This design comes from an exercise in tuning for small area, a short achievable clock period and few clock cycles per item on the open sky130 flow, not from production work.
Where RTL was checked, it was by simulation tests only, not by an equivalence proof against the original.
For run 1, only the layout was checked, not whether the RTL still works.
Power and IR drop assume default switching activity.

## flow/design.v (module list and top-level ports; edited modules follow where they fit)
// module MAC: 740 lines
// module eyeriss_conv: 278 lines
module eyeriss_conv (
	input clk,
	input reset,
	input [15:0] act_in,
	input [15:0] filt_in,
	input load_en_wght,
	input load_en_act,
	input start,
	output [47:0] pe_out,
	output logic compute_done,
	output logic load_done
);
  // ...
==> flow/flow/run.sh <==
#!/bin/bash
# The standard ORFS flow with two changes to how the layout is made (the clock
# period and constraints are unchanged):
#  - repair_timing aims for the setup margin in flow/margin.txt;
#  - ports are buffered with buf_4 instead of the default buffer cell.
set -euo pipefail
MARGIN=$(cat flow/margin.txt)
bash standard.sh SETUP_SLACK_MARGIN=$MARGIN "BUFFER_PORTS_ARGS=-buffer_cell sky130_fd_sc_hd__buf_4" finish > standard.log 2>&1
==> flow/flow/margin.txt <==
6.8
==> flow/standard.sh <==
#!/bin/bash
# synth_recipe.tcl (not shown) runs the flow's synth.tcl, then flattens the netlist and writes it again
# the make line also repeats each setting of config.mk as NAME=value (left out here)
make -C /OpenROAD-flow-scripts/flow DESIGN_CONFIG=/design/flow/config.mk WORK_HOME=/design/flow/orfs CLKGATE_MAP_FILE= SYNTH_SCRIPT=/design/flow/synth_recipe.tcl "${@:-finish}"
==> flow/config.mk <==
export PLATFORM = sky130hd
export DESIGN_NAME = eyeriss_conv
export DESIGN_NICKNAME = eyeriss_conv
export VERILOG_FILES = /design/flow/design.v
export SDC_FILE = /design/flow/constraint.sdc
export NUM_CORES = 4
export LEC_CHECK = 0
export ABC_CLOCK_PERIOD_IN_PS = 3000
export CAP_MARGIN = 20
export CORE_MARGIN = 2
export CORE_UTILIZATION = 65
export SLEW_MARGIN = 20
==> flow/constraint.sdc <==
create_clock -name core_clock -period 10.0 [get_ports {clk}]
set_input_delay 2.0000 -clock core_clock [delete_from_list [all_inputs] [get_ports {clk}]]
set_output_delay 2.0000 -clock core_clock [all_outputs]
set_load 0.01 [all_outputs]
==> notes.md, run 1 <==
post-synthesis simple-gate area fraction = 7.18%
Syn Area/Cell = 11.2 um^2
Non-clock inverters = 174
share of total power in the clock network = 28.5%
Top Consumer = sequential cells
core region area = 0.0672 mm^2
1st-iter DRT viols = 3396
CTS Buf Count = 106
Plain + repair buffers = 144
fin nets = 4204
Worst R2R End = pe_q[31]$_DFF_P_
post-synthesis adder-cell area fraction = 9.09%
global-route wire length before repair = 180000 um
count of buffers from port buffering = 86
Logic power comb = 0.00489 W
library cells used by synthesis = 81
most frequent cell after synthesis = dfxtp_1
result of the run = timing/DRC/antenna clean
max-slew violation count = 0
flip-flop count of the largest register after layout = 400
Placed Instance Area = 0.0454 mm^2
max_cap viols = 0
max incr delay on CP = 510 ps
Max VDD drop = 0.270 mV
synth top area cells = dfxtp_1, edfxtp_1, fa_1
multi-input gates = 2420
==> module eyeriss_conv, before the edit <==
module eyeriss_conv (
	input clk,
	input reset,
	input [15:0] act_in,
	input [15:0] filt_in,
	input load_en_wght,
	input load_en_act,
	input start,
	output [47:0] pe_out,
	output logic compute_done,
	output logic load_done
);
	logic la_act, lw_act, a_valid, w_valid;
	logic [4:0] lcnt;
	logic lw_fin;
	assign lw_fin = lw_act && lcnt == 5'd9;
	always_ff @(posedge clk) begin
		if (reset) begin
			la_act <= 1'b0;
			lw_act <= 1'b0;
			a_valid <= 1'b0;
			w_valid <= 1'b0;
			load_done <= 1'b0;
			lcnt <= 5'd0;
		end else begin
			load_done <= 1'b0;
			if (load_en_act) begin
				la_act <= 1'b1;
				a_valid <= 1'b0;
				lcnt <= 5'd1;
			end else if (load_en_wght) begin
				lw_act <= 1'b1;
				w_valid <= 1'b0;
				lcnt <= 5'd1;
			end else begin
				lcnt <= lcnt + 5'd1;
				if (la_act) begin
					load_done <= lcnt == 5'd24;
					if (lcnt == 5'd25) begin
						la_act <= 1'b0;
						a_valid <= 1'b1;
					end
				end
				if (lw_act) begin
					load_done <= lcnt == 5'd8;
					if (lcnt == 5'd9) begin
						lw_act <= 1'b0;
						w_valid <= 1'b1;
					end
				end
			end
		end
	end
	logic [15:0] W [0:8];
	always_ff @(posedge clk) begin
		if (load_en_wght || (lw_act && lcnt != 5'd9)) begin
			W[0] <= filt_in;
			for (int k = 1; k < 9; k++) W[k] <= W[k-1];
		end
	end
	logic [15:0] A [0:24];
	logic [4:0] ph;
	always_ff @(posedge clk) begin
		A[0] <= (load_en_act || (la_act && lcnt != 5'd25)) ? act_in : A[24];
		for (int k = 1; k < 25; k++) A[k] <= A[k-1];
	end
	always_ff @(posedge clk) begin
		if (la_act && lcnt == 5'd24) ph <= 5'd0;
		else ph <= (ph == 5'd24) ? 5'd0 : ph + 5'd1;
	end
	logic run, live, req;
	logic [5:0] e;
	logic [2:0] rdy, rdy_nx;
	logic ld, awe, afirst, alast, ld_n, awe_n, afirst_n, alast_n, p_ld, p_awe, p_afirst, p_alast;
	logic [2:0] xs0, xs1, xs2, xs0_n, xs1_n, xs2_n, p_xs0, p_xs1, p_xs2;
	logic [1:0] wsel, arow, wsel_n, arow_n, p_wsel, p_arow;
	logic [3:0] aidx, aidx_n, p_aidx;
	logic restart;
	logic [8:0] awr;	 
	logic [15:0] xn0, xn1, xn2;
	localparam int EMAX = 35;
	always_comb begin
		ld_n = 1'b0; xs0_n = 3'd0; xs1_n = 3'd0; xs2_n = 3'd0; wsel_n = 2'd0;
		awe_n = 1'b0; aidx_n = 4'd0; afirst_n = 1'b0; arow_n = 2'd0; alast_n = 1'b0;
		case (e)
			6'd1: begin ld_n = 1'b1; xs0_n = 3'd0; xs1_n = 3'd0; xs2_n = 3'd0; wsel_n = 2'd0; end
			6'd2: begin ld_n = 1'b1; xs0_n = 3'd0; xs1_n = 3'd0; xs2_n = 3'd0; wsel_n = 2'd0; end
			6'd3: begin ld_n = 1'b1; xs0_n = 3'd0; xs1_n = 3'd0; xs2_n = 3'd0; wsel_n = 2'd0; end
			6'd4: begin awe_n = 1'b1; aidx_n = 4'd0; arow_n = 2'd0; afirst_n = 1'b1; end
			6'd5: begin awe_n = 1'b1; aidx_n = 4'd1; arow_n = 2'd0; afirst_n = 1'b1; end
			6'd6: begin ld_n = 1'b1; xs0_n = 3'd0; xs1_n = 3'd0; xs2_n = 3'd0; wsel_n = 2'd1; awe_n = 1'b1; aidx_n = 4'd2; arow_n = 2'd0; afirst_n = 1'b1; end
			6'd7: begin wsel_n = 2'd0; end
			6'd8: begin ld_n = 1'b1; xs0_n = 3'd1; xs1_n = 3'd1; xs2_n = 3'd1; wsel_n = 2'd1; end
			6'd9: begin wsel_n = 2'd0; awe_n = 1'b1; aidx_n = 4'd0; arow_n = 2'd0; end
			6'd10: begin ld_n = 1'b1; xs0_n = 3'd2; xs1_n = 3'd2; xs2_n = 3'd2; wsel_n = 2'd1; awe_n = 1'b1; aidx_n = 4'd3; arow_n = 2'd1; afirst_n = 1'b1; end
			6'd11: begin wsel_n = 2'd0; awe_n = 1'b1; aidx_n = 4'd1; arow_n = 2'd0; end
			6'd12: begin ld_n = 1'b1; xs0_n = 3'd1; xs1_n = 3'd1; xs2_n = 3'd1; wsel_n = 2'd2; awe_n = 1'b1; aidx_n = 4'd4; arow_n = 2'd1; afirst_n = 1'b1; end
			6'd13: begin wsel_n = 2'd1; awe_n = 1'b1; aidx_n = 4'd2; arow_n = 2'd0; end
			6'd14: begin wsel_n = 2'd0; awe_n = 1'b1; aidx_n = 4'd5; arow_n = 2'd1; afirst_n = 1'b1; end
			6'd15: begin ld_n = 1'b1; xs0_n = 3'd3; xs1_n = 3'd3; xs2_n = 3'd3; wsel_n = 2'd2; awe_n = 1'b1; aidx_n = 4'd0; arow_n = 2'd0; end
			6'd16: begin wsel_n = 2'd1; awe_n = 1'b1; aidx_n = 4'd3; arow_n = 2'd1; end
			6'd17: begin wsel_n = 2'd0; awe_n = 1'b1; aidx_n = 4'd6; arow_n = 2'd2; afirst_n = 1'b1; end
			6'd18: begin ld_n = 1'b1; xs0_n = 3'd4; xs1_n = 3'd4; xs2_n = 3'd4; wsel_n = 2'd2; awe_n = 1'b1; aidx_n = 4'd1; arow_n = 2'd0; end
			6'd19: begin wsel_n = 2'd1; awe_n = 1'b1; aidx_n = 4'd4; arow_n = 2'd1; end
			6'd20: begin wsel_n = 2'd0; awe_n = 1'b1; aidx_n = 4'd7; arow_n = 2'd2; afirst_n = 1'b1; end
			6'd21: begin ld_n = 1'b1; xs0_n = 3'd4; xs1_n = 3'd4; xs2_n = 3'd4; wsel_n = 2'd2; awe_n = 1'b1; aidx_n = 4'd2; arow_n = 2'd0; alast_n = 1'b1; end
			6'd22: begin wsel_n = 2'd1; awe_n = 1'b1; aidx_n = 4'd5; arow_n = 2'd1; end
			6'd23: begin ld_n = 1'b1; xs0_n = 3'd5; xs1_n = 3'd5; xs2_n = 3'd5; wsel_n = 2'd2; awe_n = 1'b1; aidx_n = 4'd8; arow_n = 2'd2; afirst_n = 1'b1; end
			6'd24: begin wsel_n = 2'd1; awe_n = 1'b1; aidx_n = 4'd3; arow_n = 2'd1; end
			6'd25: begin ld_n = 1'b1; xs0_n = 3'd6; xs1_n = 3'd6; xs2_n = 3'd6; wsel_n = 2'd2; awe_n = 1'b1; aidx_n = 4'd6; arow_n = 2'd2; end
			6'd26: begin wsel_n = 2'd1; awe_n = 1'b1; aidx_n = 4'd4; arow_n = 2'd1; end
			6'd27: begin ld_n = 1'b1; xs0_n = 3'd5; xs1_n = 3'd5; xs2_n = 3'd5; wsel_n = 2'd2; awe_n = 1'b1; aidx_n = 4'd7; arow_n = 2'd2; end
			6'd28: begin ld_n = 1'b1; xs0_n = 3'd5; xs1_n = 3'd5; xs2_n = 3'd5; wsel_n = 2'd2; awe_n = 1'b1; aidx_n = 4'd5; arow_n = 2'd1; alast_n = 1'b1; end
			6'd29: begin ld_n = 1'b1; xs0_n = 3'd5; xs1_n = 3'd5; xs2_n = 3'd5; wsel_n = 2'd2; awe_n = 1'b1; aidx_n = 4'd8; arow_n = 2'd2; end
			6'd30: begin awe_n = 1'b1; aidx_n = 4'd6; arow_n = 2'd2; end
			6'd31: begin awe_n = 1'b1; aidx_n = 4'd7; arow_n = 2'd2; end
			6'd32: begin awe_n = 1'b1; aidx_n = 4'd8; arow_n = 2'd2; alast_n = 1'b1; end
			default: ;
		endcase
	end
	always_comb begin
		case (xs0)
			3'd0: xn0 = A[2];
			3'd1: xn0 = A[3];
			3'd2: xn0 = A[4];
			3'd3: xn0 = A[5];
			3'd4: xn0 = A[7];
			3'd5: xn0 = A[8];
			default: xn0 = A[9];
		endcase
	end
	always_comb begin
		case (xs1)
			3'd0: xn1 = A[1];
			3'd1: xn1 = A[2];
			3'd2: xn1 = A[3];
			3'd3: xn1 = A[4];
			3'd4: xn1 = A[6];
			3'd5: xn1 = A[7];
			default: xn1 = A[8];
		endcase
	end
	always_comb begin
		case (xs2)
			3'd0: xn2 = A[0];
			3'd1: xn2 = A[1];
			3'd2: xn2 = A[2];
			3'd3: xn2 = A[3];
			3'd4: xn2 = A[5];
			3'd5: xn2 = A[6];
			default: xn2 = A[7];
		endcase
	end
	assign restart = load_en_act || (!lw_fin && req && !la_act && ph == 5'd0);
	always_ff @(posedge clk) begin
		if (reset || restart) begin
			p_ld <= 1'b0; p_xs0 <= 3'd0; p_xs1 <= 3'd0; p_xs2 <= 3'd0; p_wsel <= 2'd0;
			p_awe <= 1'b0; p_aidx <= 4'd0; p_afirst <= 1'b0; p_arow <= 2'd0; p_alast <= 1'b0;
			ld <= 1'b0; xs0 <= 3'd0; xs1 <= 3'd0; xs2 <= 3'd0; wsel <= 2'd0;
			awe <= 1'b0; aidx <= 4'd0; afirst <= 1'b0; arow <= 2'd0; alast <= 1'b0;
			awr <= 9'd0;
		end else begin
			p_ld <= ld_n; p_xs0 <= xs0_n; p_xs1 <= xs1_n; p_xs2 <= xs2_n; p_wsel <= wsel_n;
			p_awe <= awe_n; p_aidx <= aidx_n; p_afirst <= afirst_n; p_arow <= arow_n; p_alast <= alast_n;
			ld <= p_ld; xs0 <= p_xs0; xs1 <= p_xs1; xs2 <= p_xs2; wsel <= p_wsel;
			awe <= p_awe; aidx <= p_aidx; afirst <= p_afirst; arow <= p_arow; alast <= p_alast;
			for (int n = 0; n < 9; n++) awr[n] <= p_awe && p_aidx == n;
		end
	end
	always_comb begin
		rdy_nx = rdy;
		if (run && awe && alast && !req) rdy_nx[arow] = 1'b1;
		if (load_en_act || lw_fin) rdy_nx = 3'b000;
	end
	always_ff @(posedge clk) begin
		if (reset) begin
			run <= 1'b0;
			live <= 1'b0;
			req <= 1'b0;
			e <= 6'd0;
			rdy <= 3'b000;
		end else begin
			rdy <= rdy_nx;
			if (run) begin
				e <= e + 6'd1;
				if (e == EMAX) run <= 1'b0;
			end
			if (load_en_act) begin
				run <= w_valid;
				live <= 1'b1;
				e <= 6'd1;
				req <= 1'b0;
			end else if (lw_fin) begin
				req <= a_valid;
			end else if (req && !la_act && ph == 5'd0) begin
				run <= 1'b1;
				live <= 1'b0;
				e <= 6'd1;
				req <= 1'b0;
			end
		end
	end
	function automatic [23:0] booth(input [15:0] w);
		logic [16:0] ww;
		ww = {w, 1'b0};
		for (int m = 0; m < 8; m++) begin
			booth[3*m]   = ww[2*m+1] ^ ww[2*m];
			booth[3*m+1] = (ww[2*m+2] & ~ww[2*m+1] & ~ww[2*m]) | (~ww[2*m+2] & ww[2*m+1] & ww[2*m]);
			booth[3*m+2] = ww[2*m+2];
		end
	endfunction
	logic [15:0] x0, x1, x2;
	logic [23:0] e0, e1, e2;
	always_ff @(posedge clk) begin
		if (ld) begin
			x0 <= xn0;
			x1 <= xn1;
			x2 <= xn2;
		end
		case (wsel)
			2'd0: begin e0 <= booth(W[8]); e1 <= booth(W[7]); e2 <= booth(W[6]); end
			2'd1: begin e0 <= booth(W[5]); e1 <= booth(W[4]); e2 <= booth(W[3]); end
			default: begin e0 <= booth(W[2]); e1 <= booth(W[1]); e2 <= booth(W[0]); end
		endcase
	end
	logic [15:0] ds, dc;
	MAC mac (.clk(clk), .x0(x0), .x1(x1), .x2(x2), .e0(e0), .e1(e1), .e2(e2), .ds(ds), .dc(dc));
	logic [15:0] O [0:8];
	logic [15:0] acc_pre, acc_new;
	always_ff @(posedge clk) begin
		logic [15:0] v;
		v = 16'd0;
		for (int n = 0; n < 9; n++)
			v = v | ({16{p_awe && !p_afirst && p_aidx == n}} & O[n]);
		acc_pre <= v;
	end
	assign acc_new = acc_pre + ds + dc;
	always_ff @(posedge clk) begin
		for (int n = 0; n < 9; n++)
			if (run && awr[n]) O[n] <= acc_new;
	end
	logic [1:0] row_cnt, row_disp;
	logic [2:0] rs;	 
	logic pend;
	always_ff @(posedge clk) begin
		if (reset) begin
			row_cnt <= 2'd0;
			row_disp <= 2'd0;
			rs <= 3'b001;
			pend <= 1'b0;
			compute_done <= 1'b0;
		end else if (start) begin
			row_disp <= row_cnt;
			rs <= {row_cnt == 2'd2, row_cnt == 2'd1, row_cnt == 2'd0};
			row_cnt <= (row_cnt == 2'd2) ? 2'd0 : row_cnt + 2'd1;
			compute_done <= rdy_nx[row_cnt];
			pend <= !rdy_nx[row_cnt];
		end else if (pend) begin
			compute_done <= rdy_nx[row_disp];
			pend <= !rdy_nx[row_disp];
		end else begin
			compute_done <= 1'b0;
		end
	end
	logic [2:0] sel;
	logic [47:0] pe_q;
	assign sel = start ? {row_cnt == 2'd2, row_cnt == 2'd1, row_cnt == 2'd0} : rs;
	always_ff @(posedge clk) begin
		for (int i = 0; i < 3; i++) begin
			logic [15:0] v;
			v = 16'd0;
			for (int R = 0; R < 3; R++)
				v = v | ({16{sel[R]}} & ((run && awr[3*R+i]) ? acc_new : O[3*R+i]));
			pe_q[16*i +: 16] <= v;
		end
	end
	assign pe_out = pe_q;
endmodule
==> run 2: changes to the inputs <==
--- a/flow/design.v
+++ b/flow/design.v
@@ -801,5 +801,7 @@
 	logic [15:0] A [0:24];
+	logic [15:0] ain;	 
 	logic [4:0] ph;
+	assign ain = (load_en_act || (la_act && lcnt != 5'd25)) ? act_in : A[24];
 	always_ff @(posedge clk) begin
-		A[0] <= (load_en_act || (la_act && lcnt != 5'd25)) ? act_in : A[24];
+		A[0] <= ain;
 		for (int k = 1; k < 25; k++) A[k] <= A[k-1];
@@ -820,3 +822,3 @@
 	logic [15:0] xn0, xn1, xn2;
-	localparam int EMAX = 35;
+	localparam int EMAX = 34;
 	always_comb begin
@@ -825,34 +827,33 @@
 		case (e)
-			6'd1: begin ld_n = 1'b1; xs0_n = 3'd0; xs1_n = 3'd0; xs2_n = 3'd0; wsel_n = 2'd0; end
-			6'd2: begin ld_n = 1'b1; xs0_n = 3'd0; xs1_n = 3'd0; xs2_n = 3'd0; wsel_n = 2'd0; end
-			6'd3: begin ld_n = 1'b1; xs0_n = 3'd0; xs1_n = 3'd0; xs2_n = 3'd0; wsel_n = 2'd0; end
+			6'd1: begin ld_n = 1'b1; xs0_n = 3'd1; xs1_n = 3'd1; xs2_n = 3'd1; wsel_n = 2'd0; end
+			6'd2: begin ld_n = 1'b1; xs0_n = 3'd1; xs1_n = 3'd1; xs2_n = 3'd1; wsel_n = 2'd0; end
+			6'd3: begin ld_n = 1'b1; xs0_n = 3'd1; xs1_n = 3'd1; xs2_n = 3'd1; wsel_n = 2'd0; end
 			6'd4: begin awe_n = 1'b1; aidx_n = 4'd0; arow_n = 2'd0; afirst_n = 1'b1; end
-			6'd5: begin awe_n = 1'b1; aidx_n = 4'd1; arow_n = 2'd0; afirst_n = 1'b1; end
-			6'd6: begin ld_n = 1'b1; xs0_n = 3'd0; xs1_n = 3'd0; xs2_n = 3'd0; wsel_n = 2'd1; awe_n = 1'b1; aidx_n = 4'd2; arow_n = 2'd0; afirst_n = 1'b1; end
-			6'd7: begin wsel_n = 2'd0; end
-			6'd8: begin ld_n = 1'b1; xs0_n = 3'd1; xs1_n = 3'd1; xs2_n = 3'd1; wsel_n = 2'd1; end
-			6'd9: begin wsel_n = 2'd0; awe_n = 1'b1; aidx_n = 4'd0; arow_n = 2'd0; end
-			6'd10: begin ld_n = 1'b1; xs0_n = 3'd2; xs1_n = 3'd2; xs2_n = 3'd2; wsel_n = 2'd1; awe_n = 1'b1; aidx_n = 4'd3; arow_n = 2'd1; afirst_n = 1'b1; end
-			6'd11: begin wsel_n = 2'd0; awe_n = 1'b1; aidx_n = 4'd1; arow_n = 2'd0; end
-			6'd12: begin ld_n = 1'b1; xs0_n = 3'd1; xs1_n = 3'd1; xs2_n = 3'd1; wsel_n = 2'd2; awe_n = 1'b1; aidx_n = 4'd4; arow_n = 2'd1; afirst_n = 1'b1; end
-			6'd13: begin wsel_n = 2'd1; awe_n = 1'b1; aidx_n = 4'd2; arow_n = 2'd0; end
-			6'd14: begin wsel_n = 2'd0; awe_n = 1'b1; aidx_n = 4'd5; arow_n = 2'd1; afirst_n = 1'b1; end
-			6'd15: begin ld_n = 1'b1; xs0_n = 3'd3; xs1_n = 3'd3; xs2_n = 3'd3; wsel_n = 2'd2; awe_n = 1'b1; aidx_n = 4'd0; arow_n = 2'd0; end
-			6'd16: begin wsel_n = 2'd1; awe_n = 1'b1; aidx_n = 4'd3; arow_n = 2'd1; end
-			6'd17: begin wsel_n = 2'd0; awe_n = 1'b1; aidx_n = 4'd6; arow_n = 2'd2; afirst_n = 1'b1; end
-			6'd18: begin ld_n = 1'b1; xs0_n = 3'd4; xs1_n = 3'd4; xs2_n = 3'd4; wsel_n = 2'd2; awe_n = 1'b1; aidx_n = 4'd1; arow_n = 2'd0; end
-			6'd19: begin wsel_n = 2'd1; awe_n = 1'b1; aidx_n = 4'd4; arow_n = 2'd1; end
-			6'd20: begin wsel_n = 2'd0; awe_n = 1'b1; aidx_n = 4'd7; arow_n = 2'd2; afirst_n = 1'b1; end
-			6'd21: begin ld_n = 1'b1; xs0_n = 3'd4; xs1_n = 3'd4; xs2_n = 3'd4; wsel_n = 2'd2; awe_n = 1'b1; aidx_n = 4'd2; arow_n = 2'd0; alast_n = 1'b1; end
-			6'd22: begin wsel_n = 2'd1; awe_n = 1'b1; aidx_n = 4'd5; arow_n = 2'd1; end
-			6'd23: begin ld_n = 1'b1; xs0_n = 3'd5; xs1_n = 3'd5; xs2_n = 3'd5; wsel_n = 2'd2; awe_n = 1'b1; aidx_n = 4'd8; arow_n = 2'd2; afirst_n = 1'b1; end
-			6'd24: begin wsel_n = 2'd1; awe_n = 1'b1; aidx_n = 4'd3; arow_n = 2'd1; end
-			6'd25: begin ld_n = 1'b1; xs0_n = 3'd6; xs1_n = 3'd6; xs2_n = 3'd6; wsel_n = 2'd2; awe_n = 1'b1; aidx_n = 4'd6; arow_n = 2'd2; end
-			6'd26: begin wsel_n = 2'd1; awe_n = 1'b1; aidx_n = 4'd4; arow_n = 2'd1; end
-			6'd27: begin ld_n = 1'b1; xs0_n = 3'd5; xs1_n = 3'd5; xs2_n = 3'd5; wsel_n = 2'd2; awe_n = 1'b1; aidx_n = 4'd7; arow_n = 2'd2; end
-			6'd28: begin ld_n = 1'b1; xs0_n = 3'd5; xs1_n = 3'd5; xs2_n = 3'd5; wsel_n = 2'd2; awe_n = 1'b1; aidx_n = 4'd5; arow_n = 2'd1; alast_n = 1'b1; end
-			6'd29: begin ld_n = 1'b1; xs0_n = 3'd5; xs1_n = 3'd5; xs2_n = 3'd5; wsel_n = 2'd2; awe_n = 1'b1; aidx_n = 4'd8; arow_n = 2'd2; end
-			6'd30: begin awe_n = 1'b1; aidx_n = 4'd6; arow_n = 2'd2; end
-			6'd31: begin awe_n = 1'b1; aidx_n = 4'd7; arow_n = 2'd2; end
-			6'd32: begin awe_n = 1'b1; aidx_n = 4'd8; arow_n = 2'd2; alast_n = 1'b1; end
+			6'd5: begin ld_n = 1'b1; xs0_n = 3'd0; xs1_n = 3'd0; xs2_n = 3'd0; wsel_n = 2'd1; awe_n = 1'b1; aidx_n = 4'd1; arow_n = 2'd0; afirst_n = 1'b1; end
+			6'd6: begin wsel_n = 2'd0; awe_n = 1'b1; aidx_n = 4'd2; arow_n = 2'd0; afirst_n = 1'b1; end
+			6'd7: begin ld_n = 1'b1; xs0_n = 3'd1; xs1_n = 3'd1; xs2_n = 3'd1; wsel_n = 2'd1; end
+			6'd8: begin wsel_n = 2'd0; awe_n = 1'b1; aidx_n = 4'd0; arow_n = 2'd0; end
+			6'd9: begin ld_n = 1'b1; xs0_n = 3'd2; xs1_n = 3'd2; xs2_n = 3'd2; wsel_n = 2'd1; awe_n = 1'b1; aidx_n = 4'd3; arow_n = 2'd1; afirst_n = 1'b1; end
+			6'd10: begin wsel_n = 2'd0; awe_n = 1'b1; aidx_n = 4'd1; arow_n = 2'd0; end
+			6'd11: begin ld_n = 1'b1; xs0_n = 3'd1; xs1_n = 3'd1; xs2_n = 3'd1; wsel_n = 2'd2; awe_n = 1'b1; aidx_n = 4'd4; arow_n = 2'd1; afirst_n = 1'b1; end
+			6'd12: begin wsel_n = 2'd1; awe_n = 1'b1; aidx_n = 4'd2; arow_n = 2'd0; end
+			6'd13: begin wsel_n = 2'd0; awe_n = 1'b1; aidx_n = 4'd5; arow_n = 2'd1; afirst_n = 1'b1; end
+			6'd14: begin ld_n = 1'b1; xs0_n = 3'd3; xs1_n = 3'd3; xs2_n = 3'd3; wsel_n = 2'd2; awe_n = 1'b1; aidx_n = 4'd0; arow_n = 2'd0; end
+			6'd15: begin wsel_n = 2'd1; awe_n = 1'b1; aidx_n = 4'd3; arow_n = 2'd1; end
+			6'd16: begin wsel_n = 2'd0; awe_n = 1'b1; aidx_n = 4'd6; arow_n = 2'd2; afirst_n = 1'b1; end
+			6'd17: begin ld_n = 1'b1; xs0_n = 3'd4; xs1_n = 3'd4; xs2_n = 3'd4; wsel_n = 2'd2; awe_n = 1'b1; aidx_n = 4'd1; arow_n = 2'd0; end
+			6'd18: begin wsel_n = 2'd1; awe_n = 1'b1; aidx_n = 4'd4; arow_n = 2'd1; end
+			6'd19: begin wsel_n = 2'd0; awe_n = 1'b1; aidx_n = 4'd7; arow_n = 2'd2; afirst_n = 1'b1; end
+			6'd20: begin ld_n = 1'b1; xs0_n = 3'd4; xs1_n = 3'd4; xs2_n = 3'd4; wsel_n = 2'd2; awe_n = 1'b1; aidx_n = 4'd2; arow_n = 2'd0; alast_n = 1'b1; end
+			6'd21: begin wsel_n = 2'd1; awe_n = 1'b1; aidx_n = 4'd5; arow_n = 2'd1; end
+			6'd22: begin ld_n = 1'b1; xs0_n = 3'd5; xs1_n = 3'd5; xs2_n = 3'd5; wsel_n = 2'd2; awe_n = 1'b1; aidx_n = 4'd8; arow_n = 2'd2; afirst_n = 1'b1; end
+			6'd23: begin wsel_n = 2'd1; awe_n = 1'b1; aidx_n = 4'd3; arow_n = 2'd1; end
+			6'd24: begin ld_n = 1'b1; xs0_n = 3'd6; xs1_n = 3'd6; xs2_n = 3'd6; wsel_n = 2'd2; awe_n = 1'b1; aidx_n = 4'd6; arow_n = 2'd2; end
+			6'd25: begin wsel_n = 2'd1; awe_n = 1'b1; aidx_n = 4'd4; arow_n = 2'd1; end
+			6'd26: begin ld_n = 1'b1; xs0_n = 3'd5; xs1_n = 3'd5; xs2_n = 3'd5; wsel_n = 2'd2; awe_n = 1'b1; aidx_n = 4'd7; arow_n = 2'd2; end
+			6'd27: begin ld_n = 1'b1; xs0_n = 3'd5; xs1_n = 3'd5; xs2_n = 3'd5; wsel_n = 2'd2; awe_n = 1'b1; aidx_n = 4'd5; arow_n = 2'd1; alast_n = 1'b1; end
+			6'd28: begin ld_n = 1'b1; xs0_n = 3'd5; xs1_n = 3'd5; xs2_n = 3'd5; wsel_n = 2'd2; awe_n = 1'b1; aidx_n = 4'd8; arow_n = 2'd2; end
+			6'd29: begin awe_n = 1'b1; aidx_n = 4'd6; arow_n = 2'd2; end
+			6'd30: begin awe_n = 1'b1; aidx_n = 4'd7; arow_n = 2'd2; end
+			6'd31: begin awe_n = 1'b1; aidx_n = 4'd8; arow_n = 2'd2; alast_n = 1'b1; end
 			default: ;
@@ -862,9 +863,9 @@
 		case (xs0)
-			3'd0: xn0 = A[2];
-			3'd1: xn0 = A[3];
-			3'd2: xn0 = A[4];
-			3'd3: xn0 = A[5];
-			3'd4: xn0 = A[7];
-			3'd5: xn0 = A[8];
-			default: xn0 = A[9];
+			3'd0: xn0 = A[1];
+			3'd1: xn0 = A[2];
+			3'd2: xn0 = A[3];
+			3'd3: xn0 = A[4];
+			3'd4: xn0 = A[6];
+			3'd5: xn0 = A[7];
+			default: xn0 = A[8];
 		endcase
@@ -873,9 +874,9 @@
 		case (xs1)
-			3'd0: xn1 = A[1];
-			3'd1: xn1 = A[2];
-			3'd2: xn1 = A[3];
-			3'd3: xn1 = A[4];
-			3'd4: xn1 = A[6];
-			3'd5: xn1 = A[7];
-			default: xn1 = A[8];
+			3'd0: xn1 = A[0];
+			3'd1: xn1 = A[1];
+			3'd2: xn1 = A[2];
+			3'd3: xn1 = A[3];
+			3'd4: xn1 = A[5];
+			3'd5: xn1 = A[6];
+			default: xn1 = A[7];
 		endcase
@@ -884,9 +885,9 @@
 		case (xs2)
-			3'd0: xn2 = A[0];
-			3'd1: xn2 = A[1];
-			3'd2: xn2 = A[2];
-			3'd3: xn2 = A[3];
-			3'd4: xn2 = A[5];
-			3'd5: xn2 = A[6];
-			default: xn2 = A[7];
+			3'd0: xn2 = ain;
+			3'd1: xn2 = A[0];
+			3'd2: xn2 = A[1];
+			3'd3: xn2 = A[2];
+			3'd4: xn2 = A[4];
+			3'd5: xn2 = A[5];
+			default: xn2 = A[6];
 		endcase
--- a/flow/config.mk
+++ b/flow/config.mk
@@ -11,2 +11,4 @@
 export CORE_UTILIZATION = 65
+export CTS_CLUSTER_DIAMETER = 80
+export CTS_CLUSTER_SIZE = 30
 export SLEW_MARGIN = 20
==> run 2 against run 1 <==
Largest power group unchanged. Clock skew decreased by 30 ps. Routed wire length about the same. Critical path depth unchanged. Still clean. Maximum frequency increased by 0.13%. Non-clock buffer count increased by 9. Setup slack improved by 4.0 ps. Sequential share of layout area increased by 2.1 points. Sequential cell count unchanged. Final cell count decreased by 2.3%. Highest routed layer unchanged. Synthesized area decreased by 0.20%. Largest cell class unchanged. Worst hold slack got worse by 5.9 ps. Clock-buffer cell count decreased by 89.
==> notes.md, run 2 <==
via count = 30.2k
count of buffers from port buffering = 86 (unchanged)
CTS Buf Count = 47 (-56%)
Ant. Diodes = 0
Detail Placement HPWL = 80900 um
Clock transition at path regs = 120 ps
WS Path Type = reg -> reg
worst path cell trace = fa_1, ha_2, inv_1, fa_2, nor2b_2, o31a_1, o21ai_4, o31ai_4, a211o_4, a41oi_2, a221o_1
Max clock buf depth = 3
fin area = 0.0473 mm^2
period utilization = 32.1%
result of the run = timing/DRC/antenna clean
Tightest Pin Transition = 1170 ps
Layout Area Growth over Synthesis = 7.63%
PD cells = 280 mW/mm^2
global-route wire length before repair = 178000 um (-1.1%)
fin nets = 4149 (-1.3%)
share of cells above drive strength 1 = 10.5%
CP top delay family = compound AO/OA/AOI/OAI gates
reg2reg path depth = 11
Hold EP = A[24][3]$_DFF_P_
Ports = 87
Sinks on Clock Net = 1105
WHS = 318 ps
reg-to-reg startpoint = mac.ds[1]$_DFF_P_
drt drc = 0
clock skew = 38.9 ps
max-slew violation count = 0 (unchanged)
reg2reg setup slack = 6790 ps
dominant synthesized flop cell = dfxtp_1
largest net degree at the start of global routing = 84
routability cong. = 0.949
flip-flop count of the largest register after layout = 400 (unchanged)
Rel. slew slack = 21.9%
Placed Instance Area = 0.0454 mm^2 (about the same)
final core occ = 70.5%
post-synth top area share = 41.6%
Total GRT Usage = 33.5%
vias in the first global route = 29.3k
library cells used by synthesis = 81 (unchanged)
die area = 0.0697 mm^2
Worst Hold Depth = 0
Routed WL = 118000 um
1st-iter DRT viols = 3650 (+7.5%)
Inst Count DP = 4709
syn_nets = 4182
Root Driver = clkbuf_16
worst hold path class = reg -> reg
die height = 264 um
fill count = 4803
Syn Area/Cell = 11.2 um^2 (-0.28%)
maximum clock frequency = 0.312 GHz
Starting Density = 65.5%
Syn Inst Count = 3933
Yosys top cell by area = dfxtp_1
Post-Layout Cell Count = 4807
largest registers = A (400), O (144), W (144)
Worst Path Max Fanout = 6
detail-routed via count per cell = 6.28
Tmin final = 3210 ps
most frequent cells in the layout = dfxtp_1, nand2_1, nor2_1, xnor2_1, a22oi_1
Reg with most FFs = A
Pleak = 18.2 nW
gr ovfl total = 0
most frequent cell after synthesis = dfxtp_1
Rows = 95
Yosys reg bits = 1105
Critical Path RT = 10560 ps
1st-pass router iterations = 9
commonest non-fill, non-tap cell in the layout = dfxtp_1
synthesized area = 0.0439 mm^2
synth top area cells = dfxtp_1, edfxtp_1, fa_1
CTS tree = built
number of synthesized flops with an enable pin = 192
register area share after synthesis = 54.7%
max incr delay on CP = 540 ps (+30 ps)
Setup TNS = 0 ps
core region area = 0.0670 mm^2 (-0.18%)
YS warnings = 5
hold_sp = A[23][3]$_DFF_P_
Fin. Hold Viols = 0
wire per inst = 24.5 um
Setup-failing EPs final = 0
Max VDD drop = 0.336 mV (+25%)
commonest cells in the netlist = dfxtp_1, nand2_1, nor2_1, xnor2_1, a22oi_1
Worst path slowest cell = fa_1
max_cap viols = 0 (unchanged)
type of origin of the critical path = register
worst path bufs/invs = 1
initial antenna violation count = 9
worst skew pair latency = 670 ps
Worst R2R End = pe_q[15]$_DFF_P_
Die Wd = 264 um
RSZ-0062 raised after global routing = yes
ys async rst share = 0%
H-tree Lvls = 2
DRT antenna net count = 0
CP arrival = 3760 ps
Crit. End Element = register
==> run 2: cell count changes after synthesis, sizes merged, moves of 14 or more <==
cell,delta
o21ai,-45
nor2,+41
a221oi,+29
nand2,-28
nand3,+27
mux2,+25
o22ai,-20
a221o,-17
and2,-14
inv,+14
mux4,-14
==> run 2: timing repair <==
item                       4_1_cts  5_1_grt
hold endpoints to repair         0        0
setup endpoints to repair      151      150
cloned                           1        0
buffers inserted                 3       11
resized for setup               28       27
pin swaps                        8       10
hold buffers                     0        0
==> run 2: power by group <==
group	leakage, nW	internal, W	switching [W]
Combinational	7.99	0.00216	0.00305
Sequential	9.47	0.00515	0.000439
Clock	0.744	0.000989	0.00145
Total	18.2	0.00830	0.00494
==> run 2: worst max path at each step <==
stage	startpoint	to	slack, ps	cells past startpoint
finish	mac.ds[1]$_DFF_P_	pe_q[15]$_DFF_P_	6790	11
CTS	mac.ds[2]$_DFF_P_	O[6][12]$_DFF_P_	6560	9
floorplan	start	pe_q[13]$_DFF_P_	6630	7
global route	mac.ds[0]$_DFF_P_	pe_q[15]$_DFF_P_	6720	14
detailed placement	load_en_wght	W[0][10]$_DFFE_PP_	5850	3
global placement	load_en_wght	W[0][11]$_DFFE_PP_	5900	3
==> run 2: area by class of cell <==
class                      count  area, um^2  area share, %
sequential                  1105       24100           50.9
multi-input combinational   2405       18600           39.4
clock buffer                  63        1250           2.64
clock inverter                20         312          0.659
timing repair buffer         153        1200           2.53
tap                          873        1090           2.31
inverter                     188         711           1.50
==> run 2: logic make-up (layout without fill, tap and decap cells) <==
kind of cell             after synthesis  after routing  synth area share (%)
XOR/XNOR                             349            349                  7.01
buffers and inverters                424            424                  3.68
multiplexers                         163            163                  3.98
AND/OR/NAND/NOR                      765            765                  7.47
AO/OA/AOI/OAI                        915            916                  14.1
adder cells (fa/ha/maj)              212            212                  8.99
flip-flops                          1105           1105                  54.7
==> run 2: metrics by stage <==
step	total power, W	setup slack [ps]
final	0.0132	6790
after global routing	0.0140	6720
after CTS	0.0130	6560
after detailed placement	0.0105	5850
after global placement	0.0103	5900
after floorplan	0.00873	6630
==> run 2: metal layers <==
metal  track usage [%]  vias up  wire [um]
li1                  -    13600          -
met1              47.1    14600      48200
met2              51.2     1697      52200
met3              5.66      290      11400
met4              15.2        2       6010
met5                 0        -         13
Testbench counts of run 2, summed over its fixed seeds: cycles 7,730, rows 576.
==> run 3: changes to the inputs <==
--- a/flow/config.mk
+++ b/flow/config.mk
@@ -11,4 +11,2 @@
 export CORE_UTILIZATION = 65
-export CTS_CLUSTER_DIAMETER = 80
-export CTS_CLUSTER_SIZE = 30
 export SLEW_MARGIN = 20
==> run 3 against run 2 <==
Non-clock buffer count down 4. Via count up 1.4%. Routed wire length is 2.8% higher. Combinational power down 1%. Synthesized area unchanged. Design area up 4.5%. Clock skew increased by 13 ps. Power up 13%. Worst hold slack got worse by 1.9 ps. Sequential cell count did not move. Largest cell class unchanged. Largest power group unchanged.
==> notes.md, run 3 <==
DRT antenna net count = 0 (unchanged)
1st-iter DRT viols = 3631 (-0.52%)
Tmin final = 3250 ps (+42.6 ps)
commonest cells in the netlist = dfxtp_1, nand2_1, nor2_1, xnor2_1, a22oi_1
most frequent cell after synthesis = dfxtp_1
Ports = 87 (unchanged)
vias in the first global route = 30.4k (+3.8%)
type of origin of the critical path = register
Clock transition at path regs = 60 ps (-60 ps)
Detail Placement HPWL = 80900 um (unchanged)
CTS Buf Count = 105 (+120%)
max-slew violation count = 0 (unchanged)
Worst path slowest cell = fa_1
WS Path Type = reg -> reg
most frequent cells in the layout = dfxtp_1, nand2_1, nor2_1, xnor2_1, a22oi_1
PD cells = 302 mW/mm^2 (+7.9%)
Syn Inst Count = 3933 (unchanged)
worst skew pair latency = 710 ps (+40 ps)
1st-pass router iterations = 9 (unchanged)
Setup TNS = 0 ps (unchanged)
Pleak = 19.3 nW (+6.0%)
count of buffers from port buffering = 86 (unchanged)
initial antenna violation count = 11 (+2)
max_cap viols = 0 (unchanged)
fill count = 4540 (-5.5%)
RSZ-0062 raised after global routing = yes
Root Driver = clkbuf_16
worst path bufs/invs = 1 (unchanged)
Crit. End Element = register
max incr delay on CP = 530 ps (about the same)
Rows = 95 (unchanged)
CP top delay family = compound AO/OA/AOI/OAI gates
largest registers = A (400), O (144), W (144)
area of the multi-input gates = 0.0186 mm^2 (-0.17%)
Starting Density = 65.5% (unchanged)
commonest non-fill, non-tap cell in the layout = dfxtp_1
worst path cell trace = fa_1, ha_2, inv_2, fa_2, nor2b_2, o31a_1, o21ai_4, o31ai_4, a211o_4, a41oi_2, a221o_1
Worst Path Max Fanout = 6 (unchanged)
Yosys top cell by area = dfxtp_1
routability cong. = 0.949 (unchanged)
Fin. Hold Viols = 0 (unchanged)
gr ovfl total = 0 (unchanged)
share of cells above drive strength 1 = 12.9% (+2.4 points)
Max VDD drop = 0.325 mV (-3.4%)
result of the run = timing/DRC/antenna clean
Total GRT Usage = 34.6% (+1.1 points)
reg2reg setup slack = 6750 ps (-40 ps)
number of synthesized flops with an enable pin = 192 (unchanged)
YS warnings = 5 (unchanged)
H-tree Lvls = 3 (+1)
detail-routed via count per cell = 6.23 (-0.79%)
period utilization = 32.5% (+0.43 points)
clock skew = 52.0 ps (+13.1 ps)
CP arrival = 3830 ps (+70 ps)
Overall Power = 0.0149 W (+13%)
wire per inst = 24.7 um (+0.58%)
Die Wd = 264 um (unchanged)
drt drc = 0 (unchanged)
register area share after synthesis = 54.7% (unchanged)
Routed WL = 121000 um (+2.8%)
Critical Path RT = 10590 ps (+30 ps)
library cells used by synthesis = 81 (unchanged)
Setup-failing EPs final = 0 (unchanged)
Sinks on Clock Net = 1105 (unchanged)
worst hold path class = reg -> reg
global-route wire length before repair = 184000 um (+3.1%)
Layout Area Growth over Synthesis = 12.4%
dominant synthesized flop cell = dfxtp_1
fin nets = 4203 (+1.3%)
largest net degree at the start of global routing = 84 (unchanged)
synth top area cells = dfxtp_1, edfxtp_1, fa_1
core region area = 0.0670 mm^2 (unchanged)
Syn Area/Cell = 11.2 um^2 (unchanged)
flip-flop count of the largest register after layout = 400 (unchanged)
Tightest Pin Transition = 1180 ps (+11.1 ps)
post-synth top area share = 41.6% (unchanged)
Reg with most FFs = A
Rel. slew slack = 21.1% (-0.74 points)
Ant. Diodes = 0 (unchanged)
register area = 0.0241 mm^2 (about the same)
die height = 264 um (unchanged)
Yosys reg bits = 1105 (unchanged)
maximum clock frequency = 0.308 GHz (-1.3%)
CTS tree = built
synthesized area = 0.0439 mm^2 (unchanged)
syn_nets = 4182 (unchanged)
ys async rst share = 0% (unchanged)
Max clock buf depth = 3 (unchanged)
via count = 30.6k (+1.4%)
die area = 0.0697 mm^2 (unchanged)
==> run 3: changes by cell type in the layout (fill, tap and decap cells not counted), moves of 4 or more <==
cell       previous run  this run
inv_6                 6         0
clkinv_4              1         5
buf_4               148       144
inv_4                 0         8
inv_8                 4         0
clkbuf_16            47       113
clkbuf_8              1        19
bufinv_16             2         6
clkinv_2              0        21
==> run 3: repair_timing <==
item | CTS | global route
pin swaps | 1 | 11
hold buffers | 0 | 0
setup buffers | 0 | 10
resized for setup | 23 | 30
gates cloned | 1 | 0
endpoints found under the setup margin | 145 | 163
==> run 3: worst reg2reg max path, delay by kind of cell (launching register included) <==
kind                       cells  cell delay (ps)
buffers and inverters          1               40
adders and majority gates      3             1100
and+or+nand+nor                1              150
AOI/OAI and AO/OA              6             1560
DFF                            1              320
==> run 3: area by class of cell <==
type	instances	share of cell area, %
Sequential cell	1105	48.8
Clock buffer	147	6.38
Tap cell	873	2.21
Multi-Input combinational cell	2405	37.7
Timing Repair Buffer	149	2.38
Inverter	188	1.44
Clock inverter	48	1.16
==> run 3: path summary, 6_finish.rpt <==
check | start | to | cells after the start
min | A[22][0]$_DFF_P_ | A[23][0]$_DFF_P_ | 0
max | acc_pre[1]$_DFF_P_ | pe_q[15]$_DFF_P_ | 11
min reg2reg | A[22][0]$_DFF_P_ | A[23][0]$_DFF_P_ | 0
max reg2reg | acc_pre[1]$_DFF_P_ | pe_q[15]$_DFF_P_ | 11
==> run 3: power by group <==
group	internal, W	total (W)	switching, W
Clock	0.00238	0.00417	0.00179
Sequential	0.00516	0.00560	0.000441
Combinational	0.00214	0.00516	0.00302
==> run 3: logic make-up (layout without fill, tap and decap cells) <==
group | count (synthesis) | in the layout | share of synthesized area [%]
compound gates | 915 | 916 | 14.1
simple gates | 765 | 765 | 7.47
xor+xnor | 349 | 349 | 7.01
buf+inv | 424 | 532 | 3.68
mux | 163 | 163 | 3.98
flops | 1105 | 1105 | 54.7
fa+ha+maj | 212 | 212 | 8.99
==> run 3: metal layers <==
layer / routed length [um] / part of all wire (%) / vias to the layer above / global-route usage (%)
li1: - / - / 13700 / -
met1: 49100 / 40 / 14900 / 47.3
met2: 53500 / 44 / 1660 / 52.7
met3: 12100 / 10 / 340 / 7.13
met4: 6550 / 5.4 / 6 / 17.2
met5: 44 / 0.036 / - / 0
==> run 3: metrics by stage <==
| stage | worst slack (ps) | cell area, um^2 | utilization, % | hold slack (ps) | instances |
|---|---|---|---|---|---|
| after global routing | 6660 | 49400 | 73.7 | 315 | 4915 |
| final | 6750 | 49400 | 73.7 | 316 | 4915 |
| after CTS | 6720 | 49200 | 73.4 | 315 | 4905 |
| after floorplan | 6630 | 44100 | - | 310 | 3933 |
| after detailed placement | 5850 | 45400 | 67.7 | 312 | 4709 |
| after global placement | 5900 | 45400 | 67.7 | 309 | 4709 |
==> run 4: changes to the inputs <==
--- a/flow/config.mk
+++ b/flow/config.mk
@@ -10,3 +10,3 @@
 export CORE_MARGIN = 2
-export CORE_UTILIZATION = 65
+export CORE_UTILIZATION = 75
 export SLEW_MARGIN = 20
==> run 4 against run 3 <==
Sequential cell count unchanged. Worst hold slack improved by 2.0 ps. Core utilization grew 11 points. Largest power group is now combinational cells.
==> notes.md, run 4 <==
type of origin of the critical path = register
largest registers = A (400), O (144), W (144)
1st-pass router iterations = 10 (+1)
CP arrival = 3950 ps (+120 ps)
reg2reg setup slack = 6630 ps (-120 ps)
Tmin final = 3370 ps (+117 ps)
worst hold path class = reg -> reg
commonest cells in the netlist = dfxtp_1, nand2_1, nor2_1, xnor2_1, a22oi_1
Max VDD drop = 0.692 mV (+110%)
Rel. slew slack = 18.5% (-2.7 points)
gr ovfl total = 0 (unchanged)
Routed WL = 147000 um (+21%)
maximum clock frequency = 0.297 GHz (-3.5%)
routability cong. = 0.982 (+3.5%)
reg2reg path depth = 8 (-3)
internal cell power = 0.00961 W (-0.69%)
1st-iter DRT viols = 6298 (+73%)
Inst Count DP = 4597 (-2.4%)
YS warnings = 5 (unchanged)
Reg with most FFs = A
commonest non-fill, non-tap cell in the layout = dfxtp_1
Starting Density = 76.0% (+10 points)
Clock transition at path regs = 80 ps (+20 ps)
DRT antenna net count = 0 (unchanged)
ys async rst share = 0% (unchanged)
clock skew = 68.0 ps (+16.0 ps)
vias in the first global route = 34.1k (+12%)
Yosys top cell by area = dfxtp_1
Worst R2R End = pe_q[13]$_DFF_P_
synthesized area = 0.0439 mm^2 (unchanged)
share of cells above drive strength 1 = 12.8% (-0.086 points)
Critical Path RT = 10590 ps (about the same)
most frequent cell after synthesis = dfxtp_1
Die Wd = 246 um (-6.8%)
Overall Power = 0.0155 W (+4.0%)
Comb power frac = 36.7% (+2.2 points)
Layout Area Growth over Synthesis = 11.8%
initial antenna violation count = 12 (+1)
post-synth top area share = 41.6% (unchanged)
post-synthesis simple-gate area fraction = 7.47% (unchanged)
Post-Layout Cell Count = 4811 (-2.1%)
Total GRT Usage = 46.8% (+12 points)
largest family of logic cells by synthesized area = compound AO/OA/AOI/OAI gates
WS Path Type = reg -> reg
Sw Ratio = 38.1% (+2.9 points)
Setup TNS = 0 ps (unchanged)
share of total power in the clock network = 26.6% (-1.4 points)
most frequent cells in the layout = dfxtp_1, nand2_1, nor2_1, a22oi_1, xnor2_1
Sinks on Clock Net = 1105 (unchanged)
Syn Inst Count = 3933 (unchanged)
core region area = 0.0578 mm^2 (-14%)
die area = 0.0605 mm^2 (-13%)
CTS tree = built
Pleak = 19.2 nW (-0.66%)
Ports = 87 (unchanged)
Setup-failing EPs final = 0 (unchanged)
H-tree Lvls = 3 (unchanged)
Synth Area in Compound Gates = 14.1% (unchanged)
wire per inst = 30.6 um (+24%)
reg-to-reg startpoint = mac.ds[8]$_DFF_P_
register area share after synthesis = 54.7% (unchanged)
CTS Buf Count = 102 (-2.9%)
fin nets = 4198 (-0.12%)
synth top area cells = dfxtp_1, edfxtp_1, fa_1
Rows = 88 (-7.4%)
Crit. End Element = register
via count = 34.1k (+11%)
Root Driver = clkbuf_16
Detail Placement HPWL = 84400 um (+4.3%)
syn_nets = 4182 (unchanged)
Post-Synth XOR/XNOR Area = 7.01% (unchanged)
library cells used by synthesis = 81 (unchanged)
PD cells = 316 mW/mm^2 (+4.6%)
switching power = 0.00591 W (+13%)
final worst slack = 6630 ps (-117 ps)
hold_sp = A[20][2]$_DFF_P_
Hold EP = A[21][2]$_DFF_P_
global-route wire length before repair = 211000 um (+15%)
Max clock buf depth = 3 (unchanged)
period utilization = 33.7% (+1.2 points)
Syn Area/Cell = 11.2 um^2 (unchanged)
worst skew pair latency = 720 ps (about the same)
dominant synthesized flop cell = dfxtp_1
hold_buf cts = 0 (unchanged)
Sequential Power Share = 36.7% (-0.8 points)
max-slew violation count = 0 (unchanged)
number of synthesized flops with an enable pin = 192 (unchanged)
Worst Hold Depth = 0 (unchanged)
mux cell area share after synthesis = 3.98% (unchanged)
RSZ-0062 raised after global routing = yes
result of the run = timing/DRC/antenna clean
detail-routed via count per cell = 7.09 (+14%)
Tightest Pin Transition = 1220 ps (+39.7 ps)
Fin. Hold Viols = 0 (unchanged)
Yosys reg bits = 1105 (unchanged)
count of buffers from port buffering = 86 (unchanged)
largest net degree at the start of global routing = 76 (-9.5%)
die height = 246 um (-6.8%)
pre-CTS WS = 5860 ps (+12.7 ps)
post-synthesis adder-cell area fraction = 8.99% (unchanged)
Worst Path Max Fanout = 12 (+6)
flip-flop count of the largest register after layout = 400 (unchanged)
drt drc = 0 (unchanged)
max_cap viols = 0 (unchanged)
[run 4: cell types whose count changed in the layout (fill, tap and decap cells not counted), sizes merged]
| cell | delta |
|---|---|
| clkbuf | -10 |
| diode | +8 |
| clkinv | +6 |
| clkinvlp | +4 |
| inv | -3 |
| buf | -2 |
| a21o | +1 |
| bufinv | +1 |
| o21ai | -1 |
[run 4: area by class of cell]
| class | count | area, um^2 |
|---|---|---|
| Sequential cell | 1105 | 24100 |
| Multi-Input combinational cell | 2405 | 18700 |
| Fill cell | 2769 | 8700 |
| Clock buffer | 137 | 2860 |
| Timing Repair Buffer | 147 | 1190 |
| Tap cell | 765 | 957 |
| Inverter | 188 | 714 |
| Clock inverter | 56 | 612 |
| Antenna cell | 8 | 20.0 |
[run 4: stage by stage]
step           util (%)  area (um^2)  hold slack (ps)
5_1_grt            84.9        49100              326
6_report           85.0        49100              318
3_3_place_gp       78.2        45200              310
3_5_place_dp       78.2        45200              312
2_1_floorplan         -        44100              310
4_1_cts            84.4        48800              323
[run 4: cells by family (layout without fill, tap and decap cells)]
family                     Yosys count  count (layout)
and+or+nand+nor                    765             765
other                                0               8
xor gates and xnor gates           349             349
DFF                               1105            1105
adders and majority gates          212             212
muxes                              163             163
buffers and inverters              424             528
AOI/OAI and AO/OA                  915             916
[run 4: power groups by stage]
stage / Combinational [W] / Sequential [W] / Clock [W]
after floorplan: 0.00326 / 0.00547 / 0
after global placement: 0.00455 / 0.00565 / 0
after detailed placement: 0.00485 / 0.00570 / 0
after CTS: 0.00521 / 0.00564 / 0.00401
after global routing: 0.00603 / 0.00571 / 0.00424
final: 0.00570 / 0.00569 / 0.00413
[run 4: per-layer routing]
layer | global-route usage (%) | up-vias | share of wire (%)
met3 | 16.0 | 987 | 15
met1 | 56.4 | 16000 | 33
li1 | - | 13700 | -
met5 | 0 | - | 0.033
met4 | 31.2 | 8 | 8.8
met2 | 71.4 | 3416 | 44
[run 4: timing repair]
action / in CTS / in global routing
setup buffers: 2 / 10
pin swaps: 4 / 7
gates cloned: 1 / 0
setup endpoints to repair: 149 / 104
gates resized for setup: 28 / 47
[run 4: how the worst max path moves through the flow]
stage / startpoint / to / slack, ps / cells past startpoint
floorplan: start / pe_q[13]$_DFF_P_ / 6630 / 7
global placement: load_en_wght / W[2][15]$_DFFE_PP_ / 5920 / 3
detailed placement: load_en_wght / W[2][9]$_DFFE_PP_ / 5860 / 3
CTS: mac.ds[0]$_DFF_P_ / pe_q[23]$_DFF_P_ / 6740 / 13
global route: mac.ds[8]$_DFF_P_ / pe_q[13]$_DFF_P_ / 6650 / 8
finish: mac.ds[8]$_DFF_P_ / pe_q[13]$_DFF_P_ / 6630 / 8
[run 4: worst max-delay path, stage by stage, from the launching register on]
cell and delay, ps:
dfxtp_1 340, fa_1 520, ha_1 380, a2111o_1 500, o21ai_4 340, o21ai_4 150
a2111oi_4 470, nor2_4 180, a221o_1 370
==> run 5: changes to the inputs <==
--- a/flow/design.v
+++ b/flow/design.v
@@ -977,3 +977,6 @@
 	end
-	assign acc_new = acc_pre + ds + dc;
+	logic [15:0] cs_s, cs_c;
+	assign cs_s = acc_pre ^ ds ^ dc;
+	assign cs_c = {(acc_pre[14:0] & ds[14:0]) | (acc_pre[14:0] & dc[14:0]) | (ds[14:0] & dc[14:0]), 1'b0};
+	assign acc_new = cs_s + cs_c;
 	always_ff @(posedge clk) begin
@@ -1011,6 +1014,10 @@
 			logic [15:0] v;
+			logic hit;
 			v = 16'd0;
-			for (int R = 0; R < 3; R++)
-				v = v | ({16{sel[R]}} & ((run && awr[3*R+i]) ? acc_new : O[3*R+i]));
-			pe_q[16*i +: 16] <= v;
+			hit = 1'b0;
+			for (int R = 0; R < 3; R++) begin
+				v = v | ({16{sel[R]}} & O[3*R+i]);
+				hit = hit | (sel[R] && awr[3*R+i]);
+			end
+			pe_q[16*i +: 16] <= (run && hit) ? acc_new : v;
 		end
==> flow/flow/margin.txt (replaced) <==
7.0
--- a/flow/config.mk
+++ b/flow/config.mk
@@ -10,3 +10,5 @@
 export CORE_MARGIN = 2
-export CORE_UTILIZATION = 75
+export CORE_UTILIZATION = 65
+export CTS_CLUSTER_DIAMETER = 60
+export CTS_CLUSTER_SIZE = 24
 export SLEW_MARGIN = 20
==> run 5 against run 4 <==
Critical path type is now reg -> out. Power fell by 11%. Still clean. Worst hold slack worse by 1.3 ps. Synthesized cell count is 8.2% lower. Largest cell class unchanged. Critical endpoint is now pe_out[23].
==> notes.md, run 5 <==
Critical Path RT = 8000 ps (-2590 ps)
synth top area cells = dfxtp_1, edfxtp_1, fa_1
max_cap viols = 0 (unchanged)
Clock transition at path regs = 90 ps (about the same)
YS warnings = 5 (unchanged)
gr ovfl total = 0 (unchanged)
wire per inst = 25.1 um (-18%)
via count = 28.4k (-17%)
global-route wire length before repair = 170000 um (-19%)
vias in the first global route = 27.9k (-18%)
largest net degree at the start of global routing = 91 (+20%)
Syn Area/Cell = 12.2 um^2 (+9.5%)
CP top delay family = flip-flops
dominant synthesized flop cell = dfxtp_1
most frequent cells in the layout = dfxtp_1, edfxtp_1, a22oi_1, xnor2_1, nor2_1
core region area = 0.0673 mm^2 (+16%)
die height = 265 um (+7.6%)
Routed WL = 114000 um (-22%)
syn_nets = 3860 (-7.7%)
Max clock buf depth = 3 (unchanged)
result of the run = timing/DRC/antenna clean
ys async rst share = 0% (unchanged)
Syn Inst Count = 3611 (-8.2%)
Fin. Hold Viols = 0 (unchanged)
Starting Density = 65.7% (-10 points)
most frequent cell after synthesis = dfxtp_1
library cells used by synthesis = 81 (unchanged)
maximum clock frequency = 0.314 GHz (+5.6%)
Tightest Pin Transition = 1150 ps (-69.8 ps)
type of origin of the critical path = register
Crit. End Element = output pin
Worst Path Max Fanout = 1 (-11)
Post-Synth XOR/XNOR Area = 6.92% (-0.094 points)
Pleak = 18.7 nW (-2.5%)
worst path cell trace = buf_6
Setup TNS = 0 ps (unchanged)
Yosys top cell by area = dfxtp_1
Ports = 87 (unchanged)
CTS tree = built
Comb power frac = 35.8% (-0.9 points)
1st-pass router iterations = 10 (unchanged)
share of cells above drive strength 1 = 12.6% (-0.21 points)
commonest non-fill, non-tap cell in the layout = dfxtp_1
fill count = 4610 (+66%)
Synth Area in Compound Gates = 12.3% (-1.8 points)
RSZ-0062 raised after global routing = yes
Rel. slew slack = 23.2% (+4.7 points)
Yosys reg bits = 1105 (unchanged)
Inst Count DP = 4406 (-4.2%)
worst hold path class = reg -> reg
count of buffers from port buffering = 86 (unchanged)
period utilization = 31.9% (-1.8 points)
fin nets = 3881 (-7.6%)
register area share after synthesis = 57.7% (+2.9 points)
post-synth top area share = 34.8% (-6.8 points)
Worst path slowest cell = dfxtp_2
Sequential Power Share = 44.4% (+7.7 points)
Worst Hold Depth = 0 (unchanged)
post-synthesis simple-gate area fraction = 6.24% (-1.2 points)
largest family of logic cells by synthesized area = compound AO/OA/AOI/OAI gates
number of synthesized flops with an enable pin = 336 (+75%)
Tmin final = 3190 ps (-180 ps)
mux cell area share after synthesis = 3.75% (-0.22 points)
Post-Layout Cell Count = 4553 (-5.4%)
Overall Power = 0.0139 W (-11%)
detail-routed via count per cell = 6.24 (-12%)
Sw Ratio = 35.3% (-2.8 points)
initial antenna violation count = 4 (-8)
Die Wd = 265 um (+7.6%)
routability cong. = 0.915 (-6.9%)
Sinks on Clock Net = 1105 (unchanged)
drt drc = 0 (unchanged)
WS Path Type = reg -> out
H-tree Lvls = 2 (-1)
Root Driver = clkbuf_16
Crit path depth = 1 (-7)
Setup-failing EPs final = 0 (unchanged)
1st-iter DRT viols = 3656 (-42%)
flip-flop count of the largest register after layout = 400 (unchanged)
Layout Area Growth over Synthesis = 9.66%
worst path bufs/invs = 1 (+1)
worst skew pair latency = 690 ps (-30 ps)
Rows = 95 (+8.0%)
largest registers = A (400), O (144), W (144)
die area = 0.0701 mm^2 (+16%)
reg2reg path depth = 9 (+1)
post-synthesis adder-cell area fraction = 8.94% (-0.052 points)
max incr delay on CP = 380 ps (-140 ps)
DRT antenna net count = 0 (unchanged)
Max VDD drop = 0.259 mV (-63%)
Detail Placement HPWL = 75700 um (-10%)
internal cell power = 0.00899 W (-6.5%)
CTS Buf Count = 61 (-40%)
PD cells = 287 mW/mm^2 (-9.3%)
max-slew violation count = 0 (unchanged)
Reg with most FFs = A
share of total power in the clock network = 19.9% (-6.7 points)
clock skew = 45.7 ps (-22.3 ps)
CP arrival = 1190 ps (-2760 ps)
Total GRT Usage = 32.1% (-15 points)
switching power = 0.00490 W (-17%)
synthesized area = 0.0442 mm^2 (+0.58%)
commonest cells in the netlist = dfxtp_1, edfxtp_1, xnor2_1, a22oi_1, nor2_1
[run 5: area by class of cell]
cell class	count	area [um^2]	share of cell area, %
Timing Repair Buffer	166	1740	3.59
Antenna cell	2	5.00	0.0103
Inverter	218	823	1.70
Multi-Input combinational cell	2078	17200	35.5
Clock buffer	76	1620	3.35
Sequential cell	1105	25600	52.8
Clock inverter	33	380	0.785
Timing Repair inverter	2	15.0	0.0310
Tap cell	873	1090	2.25
[run 5: cells by family (layout without fill, tap and decap cells)]
kind of cell | count (synthesis) | count (layout)
fa+ha+maj | 212 | 212
mux | 153 | 153
xor+xnor | 348 | 348
other cells | 0 | 2
simple gates | 581 | 581
flops | 1105 | 1105
compound gates | 784 | 784
buf+inv | 428 | 495
[run 5: repair_timing]
item / CTS / global route
gates cloned: 4 / 6
setup endpoints to repair: 274 / 172
hold buffers: 0 / 0
pin swaps: 3 / 12
resized for setup: 125 / 46
setup buffers: 6 / 20
[run 5: per-layer routing]
layer	vias to the layer above	global-route usage (%)	wire length [um]
met5	-	0	13
met4	2	12.1	4720
met3	252	5.03	10400
met2	1517	50.4	52000
met1	14000	45.6	47000
li1	12700	-	-
[run 5: per-stage QoR]
stage / utilization [%] / hold WS (ps) / instance area, um^2 / worst slack [ps]
after floorplan: - / 310 / 44300 / 6650
after global placement: 67.5 / 310 / 45400 / 5780
after detailed placement: 67.5 / 312 / 45400 / 5730
after CTS: 71.4 / 317 / 48000 / 6790
after global routing: 72.0 / 321 / 48400 / 6790
final: 72.0 / 317 / 48500 / 6810
[run 5: path summary, 6_finish.rpt]
kind,start,endpoint,slack [ps]
setup / recovery,pe_q[23]$_DFF_P_,pe_out[23],6810
hold / removal,mac.ra5$_DFF_P_,mac.dc[0]$_DFF_P_,320
setup reg to reg,mac.ds[5]$_DFF_P_,O[5][12]$_DFFE_PP_,7040
hold reg to reg,mac.ra5$_DFF_P_,mac.dc[0]$_DFF_P_,320
[run 5: power groups by stage]
| stage | clock [W] | combinational (W) | sequential (W) |
|---|---|---|---|
| finish | 0.00276 | 0.00497 | 0.00616 |
| CTS | 0.00280 | 0.00472 | 0.00616 |
| floorplan | 0 | 0.00324 | 0.00602 |
| global placement | 0 | 0.00432 | 0.00623 |
| global route | 0.00295 | 0.00557 | 0.00622 |
| detailed placement | 0 | 0.00457 | 0.00625 |
Testbench counts of run 5, summed over its fixed seeds: cycles 7,730, rows 576.
==> run 6: changes to the inputs <==
==> flow/flow/margin.txt (replaced) <==
6.8
--- a/flow/config.mk
+++ b/flow/config.mk
@@ -7,2 +7,3 @@
 export LEC_CHECK = 0
+export ABC_AREA = 1
 export ABC_CLOCK_PERIOD_IN_PS = 3000
==> run 6 against run 5 <==
Still clean on timing, DRC and antenna. Combinational power shrank 7.4%. Routed wire length shrank 0.75%. Core utilization shrank 0.73 points. Sequential power shrank 2%. Register-to-register slack lost 200 ps. Global-route usage grew 0.58 points. Maximum frequency shrank 0.44%. Clock skew shrank 11 ps. Clock-buffer cell count grew 5. Design area shrank 1.2%. First-iteration DRC count shrank 3.6%. Final cell count grew 13%. Critical path type unchanged.
==> notes.md, run 6 <==
drt drc = 0 (unchanged)
flip-flop count of the largest register after layout = 400 (unchanged)
gr ovfl total = 0 (unchanged)
ys async rst share = 0% (unchanged)
synthesized area = 0.0440 mm^2 (-0.40%)
fill count = 4921 (+6.7%)
CTS tree = built
die area = 0.0698 mm^2 (-0.39%)
initial antenna violation count = 6 (+2)
Routed WL = 113000 um (-0.75%)
Die Wd = 264 um (-0.20%)
Syn Inst Count = 4182 (+16%)
Yosys top cell by area = dfxtp_1
Rel. slew slack = 28.0% (+4.8 points)
Starting Density = 65.5% (-0.14 points)
Pleak = 20.7 nW (+11%)
Worst path slowest cell = dfxtp_1
max-slew violation count = 0 (unchanged)
1st-pass router iterations = 6 (-4)
wire per inst = 22.0 um (-12%)
syn_nets = 4431 (+15%)
Overall Power = 0.0137 W (-1.3%)
Rows = 95 (unchanged)
Tightest Pin Transition = 1080 ps (-73.1 ps)
result of the run = timing/DRC/antenna clean
Yosys reg bits = 1105 (unchanged)
global-route wire length before repair = 172000 um (+1.3%)
synth top area cells = dfxtp_1, edfxtp_1, fa_1
Worst Path Max Fanout = 1 (unchanged)
Max clock buf depth = 3 (unchanged)
via count = 30.2k (+6.2%)
Ports = 87 (unchanged)
Detail Placement HPWL = 78800 um (+4.2%)
Setup-failing EPs final = 0 (unchanged)
fin nets = 4477 (+15%)
WS Path Type = reg -> out
worst hold path class = reg -> reg
Setup TNS = 0 ps (unchanged)
max incr delay on CP = 410 ps (+30 ps)
largest registers = A (400), O (144), W (144)
share of cells above drive strength 1 = 6.81% (-5.8 points)
library cells used by synthesis = 60 (-26%)
worst path cell trace = buf_4
most frequent cells in the layout = dfxtp_1, inv_1, nand2_1, edfxtp_1, o22ai_1
core region area = 0.0672 mm^2 (-0.18%)
CP arrival = 1200 ps (about the same)
register area = 0.0255 mm^2 (-0.34%)
max_cap viols = 0 (unchanged)
area of the multi-input gates = 0.0154 mm^2 (-10%)
CP top delay family = flip-flops
commonest cells in the netlist = dfxtp_1, inv_1, nand2_1, edfxtp_1, o22ai_1
Reg with most FFs = A
Total GRT Usage = 32.7% (+0.58 points)
type of origin of the critical path = register
RSZ-0062 raised after global routing = no
hold_buf cts = 0 (unchanged)
routability cong. = 0.972 (+6.3%)
die height = 264 um (-0.20%)
period utilization = 32.0% (+0.14 points)
vias in the first global route = 28.9k (+3.6%)
Crit. End Element = output pin
largest net degree at the start of global routing = 84 (-7.7%)
Tmin final = 3200 ps (+14.0 ps)
Root Driver = clkbuf_16
PD cells = 286 mW/mm^2 (-0.14%)
1st-iter DRT viols = 3525 (-3.6%)
H-tree Lvls = 3 (+1)
clock skew = 34.3 ps (-11.4 ps)
maximum clock frequency = 0.312 GHz (-0.44%)
DRT antenna net count = 0 (unchanged)
CTS Buf Count = 67 (+9.8%)
==> run 6: cell types whose count changed in the layout (fill, tap and decap cells not counted), moves of 50 or more <==
cell,previous run,this run
nand2_1,162,619
a21oi_1,187,118
o22ai_1,22,283
xnor2_1,246,34
a22oi_1,252,9
dfxtp_1,706,756
a222oi_1,70,0
mux2i_1,96,0
buf_6,55,3
o21ai_0,96,148
xor2_1,90,206
inv_1,212,657
nand3_1,15,96
==> run 6: path summary, 6_finish.rpt <==
path / end / slack [ps] / cells after the start / start
setup / recovery: pe_out[18] / 6800 / 1 / pe_q[18]$_DFF_P_
hold / removal: A[16][8]$_DFF_P_ / 320 / 0 / A[15][8]$_DFF_P_
setup reg to reg: mac.ra114$_DFF_P_ / 6840 / 6 / e1[11]$_DFF_P_
hold reg to reg: A[16][8]$_DFF_P_ / 320 / 0 / A[15][8]$_DFF_P_
==> run 6: cell type report <==
cell class	count	area share, %
flip-flops and latches	1105	53.3
multi-input cells	2248	32.1
inverters	688	5.49
clock buffers	81	3.74
well taps	873	2.28
repair buffers	118	1.90
clock inverters	36	1.19
diodes	1	0.00523
==> run 6: logic make-up (layout without fill, tap and decap cells) <==
group / count (synthesis) / after routing / share of synthesized area, %
DFF: 1105 / 1105 / 57.9
other: 0 / 1 / 0
and+or+nand+nor: 969 / 969 / 8.88
muxes: 3 / 3 / 0.0768
xor gates and xnor gates: 242 / 242 / 4.82
AOI/OAI and AO/OA: 822 / 822 / 12.0
buffers and inverters: 829 / 923 / 7.31
adders and majority gates: 212 / 212 / 8.98
==> run 6: timing repair <==
item                                    4_1_cts  5_1_grt
hold endpoints to repair                      0        0
gates cloned                                  0        0
endpoints found under the setup margin      156       68
resized for setup                            17       22
pin swaps                                     0        1
setup buffers                                 0        8
==> run 6: per-layer routing <==
metal | wire (um) | GRT usage, % | vias to the layer above
met3 | 10900 | 6.74 | 282
met1 | 48100 | 46.7 | 14400
met4 | 5130 | 13.5 | 0
met5 | 0 | 0 | -
li1 | - | - | 13900
met2 | 49200 | 49.0 | 1537
==> run 6: through the flow <==
| stage | hold WS [ps] | worst slack (ps) | cells | cell area, um^2 | utilization (%) |
|---|---|---|---|---|---|
| 2_1_floorplan | 310 | 6810 | 4182 | 44000 | - |
| 3_3_place_gp | 310 | 5470 | 5023 | 45300 | 67.5 |
| 3_5_place_dp | 312 | 5420 | 5023 | 45300 | 67.5 |
| 4_1_cts | 327 | 6800 | 5140 | 47700 | 71.1 |
| 5_1_grt | 328 | 6800 | 5149 | 47900 | 71.3 |
| 6_report | 323 | 6800 | 5150 | 47900 | 71.3 |
==> run 6: power by group <==
part           switching (W)  internal [W]  total, W
clock                0.00164       0.00145   0.00309
combinational        0.00293       0.00166   0.00460
sequential          0.000331       0.00568   0.00602

Re-timed with assumed drivers on the ports (clkbuf_16 on the clock, buf_2 on other inputs), run 6 has 6.733 ns of setup slack against 6.800 ns with ideal ports, and 6.214 ns once port delays also move by the mid clock arrival of 0.714 ns.
